Context: an optimization exercise on an open-source flow, tuned for small area, a short achievable clock period and few clock cycles per item. The choices shown serve that exercise and are no tape-out recipe. At most, simulation tests tie the RTL to the original design; equivalence was not proved. Power figures rest on the tool's default switching activity, not on a simulated workload.

==> flow/design.v <==
module fpadder (output logic [31:0] sum, output logic ready,
                input logic [31:0] a, input logic clock, nreset);
    logic [1:0] state;
    always_ff @(posedge clock, negedge nreset)
        if (!nreset) state <= 2'b00;
        else         state <= {state[1] ^ state[0], state[1] | ~state[0]};
    assign ready = state[1] & state[0];
    logic load;
    assign load = state[1] & ~state[0];
    logic [31:0] n;
    always_ff @(posedge clock) n <= a;
    function automatic logic less(input logic [31:0] x, input logic [31:0] y);
        logic [31:0] g, p;
        g = ~x & y;
        p = ~x | y;
        for (int w = 1; w < 32; w = w * 2)
            for (int j = 0; j + w < 32; j += 2 * w) begin
                g[j + 2*w - 1] = g[j + 2*w - 1] | (p[j + 2*w - 1] & g[j + w - 1]);
                p[j + 2*w - 1] = p[j + 2*w - 1] & p[j + w - 1];
            end
        less = g[31];
    endfunction
    function automatic logic [4:0] lzc32(input logic [31:0] x);
        logic [15:0] z1, c1;
        logic [7:0]  z2;
        logic [7:0][1:0] c2;
        logic [3:0]  z3;
        logic [3:0][2:0] c3;
        logic [1:0]  z4;
        logic [1:0][3:0] c4;
        for (int i = 0; i < 16; i++) begin
            z1[i] = ~x[2*i+1] & ~x[2*i];
            c1[i] = ~x[2*i+1];
        end
        for (int i = 0; i < 8; i++) begin
            z2[i] = z1[2*i+1] & z1[2*i];
            c2[i] = z1[2*i+1] ? {1'b1, c1[2*i]} : {1'b0, c1[2*i+1]};
        end
        for (int i = 0; i < 4; i++) begin
            z3[i] = z2[2*i+1] & z2[2*i];
            c3[i] = z2[2*i+1] ? {1'b1, c2[2*i]} : {1'b0, c2[2*i+1]};
        end
        for (int i = 0; i < 2; i++) begin
            z4[i] = z3[2*i+1] & z3[2*i];
            c4[i] = z3[2*i+1] ? {1'b1, c3[2*i]} : {1'b0, c3[2*i+1]};
        end
        lzc32 = z4[1] ? {1'b1, c4[0]} : {1'b0, c4[1]};
    endfunction
    function automatic logic [24:0] add25(input logic [24:0] x, input logic [24:0] y, input logic ci);
        logic [25:0] g, p, h;
        g = {x & y, ci};
        p = {x | y, 1'b0};
        h = {x ^ y, 1'b0};
        for (int k = 0; k < 5; k++)
            for (int i = 0; i < 26; i++)
                if ((i >> k) & 1) begin
                    g[i] = g[i] | (p[i] & g[((i >> k) << k) - 1]);
                    p[i] = p[i] & p[((i >> k) << k) - 1];
                end
        add25 = h[25:1] ^ g[24:0];
    endfunction
    logic [7:0]  em, en;
    logic [22:0] fm, fn;
    logic        sm, sn;
    assign {sm, em, fm} = a;
    assign {sn, en, fn} = n;
    logic nan_m, nan_n, inf_m, inf_n, sg, ege, flip;
    logic [8:0]  dmn;
    logic [7:0]  dnm, d;
    logic [23:0] bg, sml, shifted;
    logic [24:0] s1;
    logic        nan1, inf1, sign1;
    logic [7:0]  exp1;
    always_comb begin
        nan_m = (em == 8'hff) & (fm != 0);
        nan_n = (en == 8'hff) & (fn != 0);
        inf_m = (em == 8'hff) & (fm == 0);
        inf_n = (en == 8'hff) & (fn == 0);
        sg    = (sm == sn);
        dmn   = {1'b0, em} - {1'b0, en};
        dnm   = en - em;
        ege   = ~less({24'b0, em}, {24'b0, en});
        d     = ege ? dmn[7:0] : dnm;
        bg    = ege ? {1'b1, fm} : {1'b1, fn};
        sml   = ege ? {1'b1, fn} : {1'b1, fm};
        shifted = (d[7:5] != 0) ? 24'b0 : (sml >> d[4:0]);
        flip  = ~sg & (em == en) & (fm < fn);
        s1    = add25({1'b0, bg} ^ {25{flip}}, {1'b0, shifted} ^ {25{~sg & ~flip}}, ~sg);
        exp1  = ege ? em + 8'd1 : en + 8'd1;    
        sign1 = (ege & ~flip) ? sm : sn;
        nan1  = nan_m | nan_n;
        inf1  = (inf_m | inf_n) & ~(inf_m & inf_n & ~sg);
    end
    logic [24:0] s;
    logic [7:0]  e;      
    logic        sgn, nan, inf;
    always_ff @(posedge clock)
        if (load) begin
            s   <= s1;
            e   <= exp1;
            sgn <= sign1;
            nan <= nan1;
            inf <= inf1;
        end
    logic [4:0]  lz;
    logic [24:0] norm;
    logic [31:0] x0, x1, x2, x3, x4, x5;
    logic [7:0]  eo;
    logic        zero, ovf;
    always_comb begin
        lz   = lzc32({s, 7'b1000000});
        x0 = {s, 7'b0};
        x1 = lz[4] ? {x0[15:0], 16'b0} : x0;
        x2 = lz[3] ? {x1[23:0], 8'b0} : x1;
        x3 = lz[2] ? {x2[27:0], 4'b0} : x2;
        x4 = lz[1] ? {x3[29:0], 2'b0} : x3;
        x5 = lz[0] ? {x4[30:0], 1'b0} : x4;
        norm = x5[31:7];
        eo   = e - {3'b0, lz};
        zero = (s == 0) | (s[24] & (e == 8'h01) & (s[22:0] == 0));
        ovf  = s[24] & (e == 8'hff);
        if (nan)             sum = 32'h7fffffff;
        else if (inf | ovf)  sum = {sgn, 8'hff, 23'h0};
        else if (zero)       sum = 32'h0;
        else                 sum = {sgn, eo, norm[23:1]};
    end
endmodule
==> flow/config.mk <==
export PLATFORM = sky130hd
export DESIGN_NAME = fpadder
export DESIGN_NICKNAME = fpadder
export VERILOG_FILES = /design/flow/design.v
export SDC_FILE = /design/flow/constraint.sdc
export NUM_CORES = 4
export LEC_CHECK = 0
export ABC_AREA = 1
export CAP_MARGIN = 20
export CORE_MARGIN = 2
export CORE_UTILIZATION = 50
export CTS_BUF_LIST = sky130_fd_sc_hd__clkbuf_8
export PLACE_DENSITY = 0.8
export SLEW_MARGIN = 20
export TNS_END_PERCENT = 0
==> flow/constraint.sdc <==
create_clock -name core_clock -period 20.0 [get_ports {clock}]
set_input_delay 4.0000 -clock core_clock [delete_from_list [all_inputs] [get_ports {clock}]]
set_output_delay 4.0000 -clock core_clock [all_outputs]
set_load 0.01 [all_outputs]
standard.sh (not shown) runs the stock make flow with config.mk's settings and CLKGATE_MAP_FILE= SYNTH_SCRIPT=/design/flow/synth_recipe.tcl, a recipe that flattens the netlist after the stock synthesis.
==> flow/flow/run.sh <==
#!/bin/bash
# Standard ORFS flow (the standard.sh, run unchanged) with these changes
# to how the layout is made, passed as make variables:
#  - ADDER_MAP_FILE= : synthesis leaves adders as plain gates for ABC to map
#    (no extraction into ripple chains of full/half adder cells);
#  - SETUP_SLACK_MARGIN : repair_timing is asked to leave a setup margin, so
#    it shortens the critical path well below the clock period;
#  - BUFFER_PORTS_ARGS : the port buffers use a plain buffer cell instead of
#    the delay cell that buffer_ports picks by default.
# All tool output goes to standard.log and ORFS's own logs under orfs/logs.
set -uo pipefail
bash standard.sh SETUP_SLACK_MARGIN=12.25 "BUFFER_PORTS_ARGS=-buffer_cell sky130_fd_sc_hd__buf_1" ADDER_MAP_FILE= finish > standard.log 2>&1
The first run completed without violations.
Testbench counts at the start, summed over its fixed seeds: cycles 9,600, items 3,200.
Change:
--- a/flow/design.v
+++ b/flow/design.v
@@ -63,45 +63,45 @@
     logic [22:0] fm, fn;
     logic        sm, sn;
     assign {sm, em, fm} = a;
     assign {sn, en, fn} = n;
-    logic nan_m, nan_n, inf_m, inf_n, sg, ege, flip;
+    logic nan_m, nan_n, inf_m, inf_n, sg, ege, mbig, nan1, inf1, spec, sub;
     logic [8:0]  dmn;
     logic [7:0]  dnm, d;
     logic [23:0] bg, sml, shifted;
     logic [24:0] s1;
-    logic        nan1, inf1, sign1;
+    logic        sign1;
     logic [7:0]  exp1;
     always_comb begin
         nan_m = (em == 8'hff) & (fm != 0);
         nan_n = (en == 8'hff) & (fn != 0);
         inf_m = (em == 8'hff) & (fm == 0);
         inf_n = (en == 8'hff) & (fn == 0);
         sg    = (sm == sn);
+        nan1  = nan_m | nan_n;
+        inf1  = ~nan1 & (inf_m | inf_n) & ~(inf_m & inf_n & ~sg);
+        spec  = nan1 | inf1;
+        sub   = ~sg & ~spec;
         dmn   = {1'b0, em} - {1'b0, en};
         dnm   = en - em;
         ege   = ~less({24'b0, em}, {24'b0, en});
         d     = ege ? dmn[7:0] : dnm;
-        bg    = ege ? {1'b1, fm} : {1'b1, fn};
-        sml   = ege ? {1'b1, fn} : {1'b1, fm};
-        shifted = (d[7:5] != 0) ? 24'b0 : (sml >> d[4:0]);
-        flip  = ~sg & (em == en) & (fm < fn);
-        s1    = add25({1'b0, bg} ^ {25{flip}}, {1'b0, shifted} ^ {25{~sg & ~flip}}, ~sg);
-        exp1  = ege ? em + 8'd1 : en + 8'd1;    
-        sign1 = (ege & ~flip) ? sm : sn;
-        nan1  = nan_m | nan_n;
-        inf1  = (inf_m | inf_n) & ~(inf_m & inf_n & ~sg);
+        mbig  = ~less({1'b0, a[30:0]}, {1'b0, n[30:0]});
+        bg    = spec ? 24'hffffff : mbig ? {1'b1, fm} : {1'b1, fn};
+        sml   = mbig ? {1'b1, fn} : {1'b1, fm};
+        shifted = ((d[7:5] != 0) | spec) ? 24'b0 : (sml >> d[4:0]);
+        s1    = add25({1'b0, bg}, {1'b0, shifted} ^ {25{sub}}, sub | inf1);
+        exp1  = nan1 ? 8'h00 : inf1 ? 8'hff : (ege ? em : en) + 8'd1;    
+        sign1 = ~nan1 & (mbig ? sm : sn);
     end
     logic [24:0] s;
     logic [7:0]  e;      
-    logic        sgn, nan, inf;
+    logic        sgn;
     always_ff @(posedge clock)
         if (load) begin
             s   <= s1;
             e   <= exp1;
             sgn <= sign1;
-            nan <= nan1;
-            inf <= inf1;
         end
     logic [4:0]  lz;
     logic [24:0] norm;
     logic [31:0] x0, x1, x2, x3, x4, x5;
@@ -118,10 +118,9 @@
         norm = x5[31:7];
         eo   = e - {3'b0, lz};
         zero = (s == 0) | (s[24] & (e == 8'h01) & (s[22:0] == 0));
         ovf  = s[24] & (e == 8'hff);
-        if (nan)             sum = 32'h7fffffff;
-        else if (inf | ovf)  sum = {sgn, 8'hff, 23'h0};
+        if (ovf)             sum = {sgn, 8'hff, 23'h0};
         else if (zero)       sum = 32'h0;
         else                 sum = {sgn, eo, norm[23:1]};
     end
 endmodule
Utilization grows by 0.99 points.
Register-to-register slack gets worse by 0.31 ns.
Routed wire length grows slightly.
Critical path depth shrinks by 2.
Combinational power grows by a little under a tenth.
Final area shrinks by a few percent.
Power grows by a few percent.
Worst setup slack gets worse by 0.054 ns.
Die area shrinks by a few percent.
Global-route usage grows by 1.8 points.
Clock power shrinks by a few percent.
Clock-buffer cell count is unchanged.
Sequential share of layout area shrinks by 0.24 points.
Testbench counts after the change, summed over its fixed seeds: cycles 9,600, items 3,200.

* * *

Starts from the design.v that is shown in full above.
==> flow/config.mk <==
export PLATFORM = sky130hd
export DESIGN_NAME = fpadder
export DESIGN_NICKNAME = fpadder
export VERILOG_FILES = /design/flow/design.v
export SDC_FILE = /design/flow/constraint.sdc
export NUM_CORES = 4
export LEC_CHECK = 0
export ABC_AREA = 1
export CAP_MARGIN = 20
export CORE_MARGIN = 2
export CORE_UTILIZATION = 50
export CTS_BUF_LIST = sky130_fd_sc_hd__clkbuf_8
export SLEW_MARGIN = 20
export TNS_END_PERCENT = 0
==> flow/constraint.sdc <==
create_clock -name core_clock -period 20.0 [get_ports {clock}]
set_input_delay 4.0000 -clock core_clock [delete_from_list [all_inputs] [get_ports {clock}]]
set_output_delay 4.0000 -clock core_clock [all_outputs]
set_load 0.01 [all_outputs]
==> flow/flow/run.sh <==
#!/bin/bash
# Standard ORFS flow (the standard.sh, run unchanged) with these changes
# to how the layout is made, passed as make variables:
#  - ADDER_MAP_FILE= : synthesis leaves adders as plain gates for ABC to map
#    (no extraction into ripple chains of full/half adder cells);
#  - SETUP_SLACK_MARGIN : repair_timing is asked to leave a setup margin, so
#    it shortens the critical path well below the clock period;
#  - BUFFER_PORTS_ARGS : the port buffers use a plain buffer cell instead of
#    the delay cell that buffer_ports picks by default.
# All tool output goes to standard.log and ORFS's own logs under orfs/logs.
set -uo pipefail
bash standard.sh SETUP_SLACK_MARGIN=12.75 "BUFFER_PORTS_ARGS=-buffer_cell sky130_fd_sc_hd__buf_1" ADDER_MAP_FILE= finish > standard.log 2>&1
Testbench counts at the start, summed over its fixed seeds: cycles 9,600, items 3,200.
Then changed:
--- a/flow/design.v
+++ b/flow/design.v
@@ -62,47 +62,47 @@
     logic [7:0]  em, en;
     logic [22:0] fm, fn;
     logic        sm, sn;
     assign {sm, em, fm} = a;
     assign {sn, en, fn} = n;
-    logic nan_m, nan_n, inf_m, inf_n, sg, ege, flip;
+    logic nan_m, nan_n, inf_m, inf_n, sg, ege, mbig, nan1, inf1, spec, sub;
     logic [8:0]  dmn;
     logic [7:0]  dnm, d;
     logic [23:0] bg, sml, shifted;
     logic [24:0] s1;
-    logic        nan1, inf1, sign1;
+    logic        sign1;
     logic [7:0]  exp1;
     always_comb begin
         nan_m = (em == 8'hff) & (fm != 0);
         nan_n = (en == 8'hff) & (fn != 0);
         inf_m = (em == 8'hff) & (fm == 0);
         inf_n = (en == 8'hff) & (fn == 0);
         sg    = (sm == sn);
+        nan1  = nan_m | nan_n;
+        inf1  = ~nan1 & (inf_m | inf_n) & ~(inf_m & inf_n & ~sg);
+        spec  = nan1 | inf1;
+        sub   = ~sg & ~spec;
         dmn   = {1'b0, em} - {1'b0, en};
         dnm   = en - em;
         ege   = ~less({24'b0, em}, {24'b0, en});
         d     = ege ? dmn[7:0] : dnm;
-        bg    = ege ? {1'b1, fm} : {1'b1, fn};
-        sml   = ege ? {1'b1, fn} : {1'b1, fm};
-        shifted = (d[7:5] != 0) ? 24'b0 : (sml >> d[4:0]);
-        flip  = ~sg & (em == en) & (fm < fn);
-        s1    = add25({1'b0, bg} ^ {25{flip}}, {1'b0, shifted} ^ {25{~sg & ~flip}}, ~sg);
-        exp1  = ege ? em + 8'd1 : en + 8'd1;    
-        sign1 = (ege & ~flip) ? sm : sn;
-        nan1  = nan_m | nan_n;
-        inf1  = (inf_m | inf_n) & ~(inf_m & inf_n & ~sg);
+        mbig  = ~less({1'b0, a[30:0]}, {1'b0, n[30:0]});
+        bg    = spec ? 24'hffffff : mbig ? {1'b1, fm} : {1'b1, fn};
+        sml   = mbig ? {1'b1, fn} : {1'b1, fm};
+        shifted = ((d[7:5] != 0) | spec) ? 24'b0 : (sml >> d[4:0]);
+        s1    = add25({1'b0, bg}, {1'b0, shifted} ^ {25{sub}}, sub | inf1);
+        exp1  = nan1 ? 8'h00 : inf1 ? 8'hff : (ege ? em : en) + 8'd1;    
+        sign1 = ~nan1 & (mbig ? sm : sn);
     end
     logic [24:0] s;
     logic [7:0]  e;      
-    logic        sgn, nan, inf;
+    logic        sgn;
     always_ff @(posedge clock)
         if (load) begin
             s   <= s1;
             e   <= exp1;
             sgn <= sign1;
-            nan <= nan1;
-            inf <= inf1;
         end
     logic [4:0]  lz;
     logic [24:0] norm;
     logic [31:0] x0, x1, x2, x3, x4, x5;
     logic [7:0]  eo;
@@ -117,11 +117,10 @@
         x5 = lz[0] ? {x4[30:0], 1'b0} : x4;
         norm = x5[31:7];
         eo   = e - {3'b0, lz};
         zero = (s == 0) | (s[24] & (e == 8'h01) & (s[22:0] == 0));
         ovf  = s[24] & (e == 8'hff);
-        if (nan)             sum = 32'h7fffffff;
-        else if (inf | ovf)  sum = {sgn, 8'hff, 23'h0};
+        if (ovf)             sum = {sgn, 8'hff, 23'h0};
         else if (zero)       sum = 32'h0;
         else                 sum = {sgn, eo, norm[23:1]};
     end
 endmodule
The changed run passed the timing, design-rule and antenna checks.
Power climbs by 7.5%.
Routed wire length climbs by 3.0%.
Core utilization rose by 3.2 points.
Die area decreases by 2.8%.
Clock skew came out lower by 0.0036 ns.
Synthesized cell count came out lower by 1.2%.
Global-route usage goes up by 0.46 points.
Non-clock buffer count climbs by 23.
Final area is higher by 1.6%.
Combinational power went up by 14%.
Setup slack is worse by 0.088 ns.
Testbench counts after the change, summed over its fixed seeds: cycles 9,600, items 3,200.

* * *

RTL: the design.v shown in full above, as it stands there.
==> flow/config.mk <==
export PLATFORM = sky130hd
export DESIGN_NAME = fpadder
export DESIGN_NICKNAME = fpadder
export VERILOG_FILES = /design/flow/design.v
export SDC_FILE = /design/flow/constraint.sdc
export NUM_CORES = 4
export LEC_CHECK = 0
export ABC_AREA = 1
export CAP_MARGIN = 20
export CORE_MARGIN = 2
export CORE_UTILIZATION = 50
export SLEW_MARGIN = 20
==> flow/constraint.sdc <==
create_clock -name core_clock -period 20.0 [get_ports {clock}]
set_input_delay 4.0000 -clock core_clock [delete_from_list [all_inputs] [get_ports {clock}]]
set_output_delay 4.0000 -clock core_clock [all_outputs]
set_load 0.01 [all_outputs]
==> flow/flow/run.sh <==
#!/bin/bash
# Standard ORFS flow (the standard.sh, run unchanged) with these changes
# to how the layout is made, passed as make variables:
#  - ADDER_MAP_FILE= : synthesis leaves adders as plain gates for ABC to map
#    (no extraction into ripple chains of full/half adder cells);
#  - SETUP_SLACK_MARGIN : repair_timing is asked to leave a setup margin, so
#    it shortens the critical path well below the clock period;
#  - BUFFER_PORTS_ARGS : the port buffers use a plain buffer cell instead of
#    the delay cell that buffer_ports picks by default.
# All tool output goes to standard.log and ORFS's own logs under orfs/logs.
set -uo pipefail
bash standard.sh SETUP_SLACK_MARGIN=13 "BUFFER_PORTS_ARGS=-buffer_cell sky130_fd_sc_hd__buf_2" ADDER_MAP_FILE= finish > standard.log 2>&1
Testbench counts at the start, summed over its fixed seeds: cycles 9,600, items 3,200.
Rerun with:
--- a/flow/design.v
+++ b/flow/design.v
@@ -43,35 +43,23 @@
         for (int i = 0; i < 2; i++) begin
             z4[i] = z3[2*i+1] & z3[2*i];
             c4[i] = z3[2*i+1] ? {1'b1, c3[2*i]} : {1'b0, c3[2*i+1]};
         end
         lzc32 = z4[1] ? {1'b1, c4[0]} : {1'b0, c4[1]};
     endfunction
-    function automatic logic [24:0] add25(input logic [24:0] x, input logic [24:0] y, input logic ci);
-        logic [25:0] g, p, h;
-        g = {x & y, ci};
-        p = {x | y, 1'b0};
-        h = {x ^ y, 1'b0};
-        for (int k = 0; k < 5; k++)
-            for (int i = 0; i < 26; i++)
-                if ((i >> k) & 1) begin
-                    g[i] = g[i] | (p[i] & g[((i >> k) << k) - 1]);
-                    p[i] = p[i] & p[((i >> k) << k) - 1];
-                end
-        add25 = h[25:1] ^ g[24:0];
-    endfunction
     logic [7:0]  em, en;
     logic [22:0] fm, fn;
     logic        sm, sn;
     assign {sm, em, fm} = a;
     assign {sn, en, fn} = n;
     logic nan_m, nan_n, inf_m, inf_n, sg, ege, flip;
     logic [8:0]  dmn;
     logic [7:0]  dnm, d;
     logic [23:0] bg, sml, shifted;
     logic [24:0] s1;
+    logic [25:0] sum26;
     logic        nan1, inf1, sign1;
     logic [7:0]  exp1;
     always_comb begin
         nan_m = (em == 8'hff) & (fm != 0);
         nan_n = (en == 8'hff) & (fn != 0);
         inf_m = (em == 8'hff) & (fm == 0);
@@ -82,13 +70,14 @@
         ege   = ~less({24'b0, em}, {24'b0, en});
         d     = ege ? dmn[7:0] : dnm;
         bg    = ege ? {1'b1, fm} : {1'b1, fn};
         sml   = ege ? {1'b1, fn} : {1'b1, fm};
         shifted = (d[7:5] != 0) ? 24'b0 : (sml >> d[4:0]);
         flip  = ~sg & (em == en) & (fm < fn);
-        s1    = add25({1'b0, bg} ^ {25{flip}}, {1'b0, shifted} ^ {25{~sg & ~flip}}, ~sg);
+        sum26 = {({1'b0, bg} ^ {25{flip}}), 1'b1} + {({1'b0, shifted} ^ {25{~sg & ~flip}}), ~sg};
+        s1    = sum26[25:1];
         exp1  = ege ? em + 8'd1 : en + 8'd1;    
         sign1 = (ege & ~flip) ? sm : sn;
         nan1  = nan_m | nan_n;
         inf1  = (inf_m | inf_n) & ~(inf_m & inf_n & ~sg);
     end
     logic [24:0] s;
@@ -106,19 +95,13 @@
     logic [24:0] norm;
     logic [31:0] x0, x1, x2, x3, x4, x5;
     logic [7:0]  eo;
     logic        zero, ovf;
     always_comb begin
         lz   = lzc32({s, 7'b1000000});
-        x0 = {s, 7'b0};
-        x1 = lz[4] ? {x0[15:0], 16'b0} : x0;
-        x2 = lz[3] ? {x1[23:0], 8'b0} : x1;
-        x3 = lz[2] ? {x2[27:0], 4'b0} : x2;
-        x4 = lz[1] ? {x3[29:0], 2'b0} : x3;
-        x5 = lz[0] ? {x4[30:0], 1'b0} : x4;
-        norm = x5[31:7];
+        norm = s << lz;
         eo   = e - {3'b0, lz};
         zero = (s == 0) | (s[24] & (e == 8'h01) & (s[22:0] == 0));
         ovf  = s[24] & (e == 8'hff);
         if (nan)             sum = 32'h7fffffff;
         else if (inf | ovf)  sum = {sgn, 8'hff, 23'h0};
         else if (zero)       sum = 32'h0;
=>
- With this change the flow reached the layout checks and failed them: max-capacitance violations, max-slew violations
- first-iteration DRC count is higher by well over a third
- non-clock buffer count is higher by 77
- power is higher by about a fifth
- design area is higher by a quarter to a third
- clock-buffer cell count stays the same
- worst setup slack degrades by 0.037 ns
- die area is higher by roughly a tenth
- hold slack degrades by 0.0063 ns
- utilization is higher by 6.4 points
Only the layout flow was run in the second run of this note; the RTL was not checked for function there.

## separate check: timing with driven ports
The results above use ideal ports. As a check the final layouts listed here were re-extracted and re-timed, cells and wires unchanged.
Step 1 sets driving cells, clkbuf_16 on the clock port and buf_2 on the other inputs (assumed; they add their load-dependent delay and slew).
Step 2 adds t to the input delays and takes it off the output delays; t is the mean of the earliest and latest rising clock arrival at the registers after step 1. Input paths then give back, and output paths get back, about the clock's delay inside the block.
Three values: ideal ports, drivers, drivers and shift; two values: the first two.
run | t, ns | setup WS [ns] | worst setup path at the end | slew at the worst register clock pin (ns)
the first run of note 1 | 0.415 | 12.525 / 12.489 / 12.253 | input to register | 0.10 / 0.10
the second run of note 1 | 0.420 | 12.472 / 12.430 / 12.106 | input to register | 0.08 / 0.08
the first run of note 2 | 0.420 | 12.724 / 12.683 / 12.412 | input to register | 0.10 / 0.10
the second run of note 2 | 0.404 | 12.636 / 12.595 / 12.373 | input to register | 0.09 / 0.09
the first run of note 3 | 0.397 | 12.638 / 12.594 / 12.618 | input to register | 0.08 / 0.08
the second run of note 3 | 0.414 | 12.601 / 12.549 / 12.450 | input to register | 0.07 / 0.07
The setup slack of the second run of note 1, which loses most, moves by -0.042 ns with the drivers and by -0.366 ns with both steps.
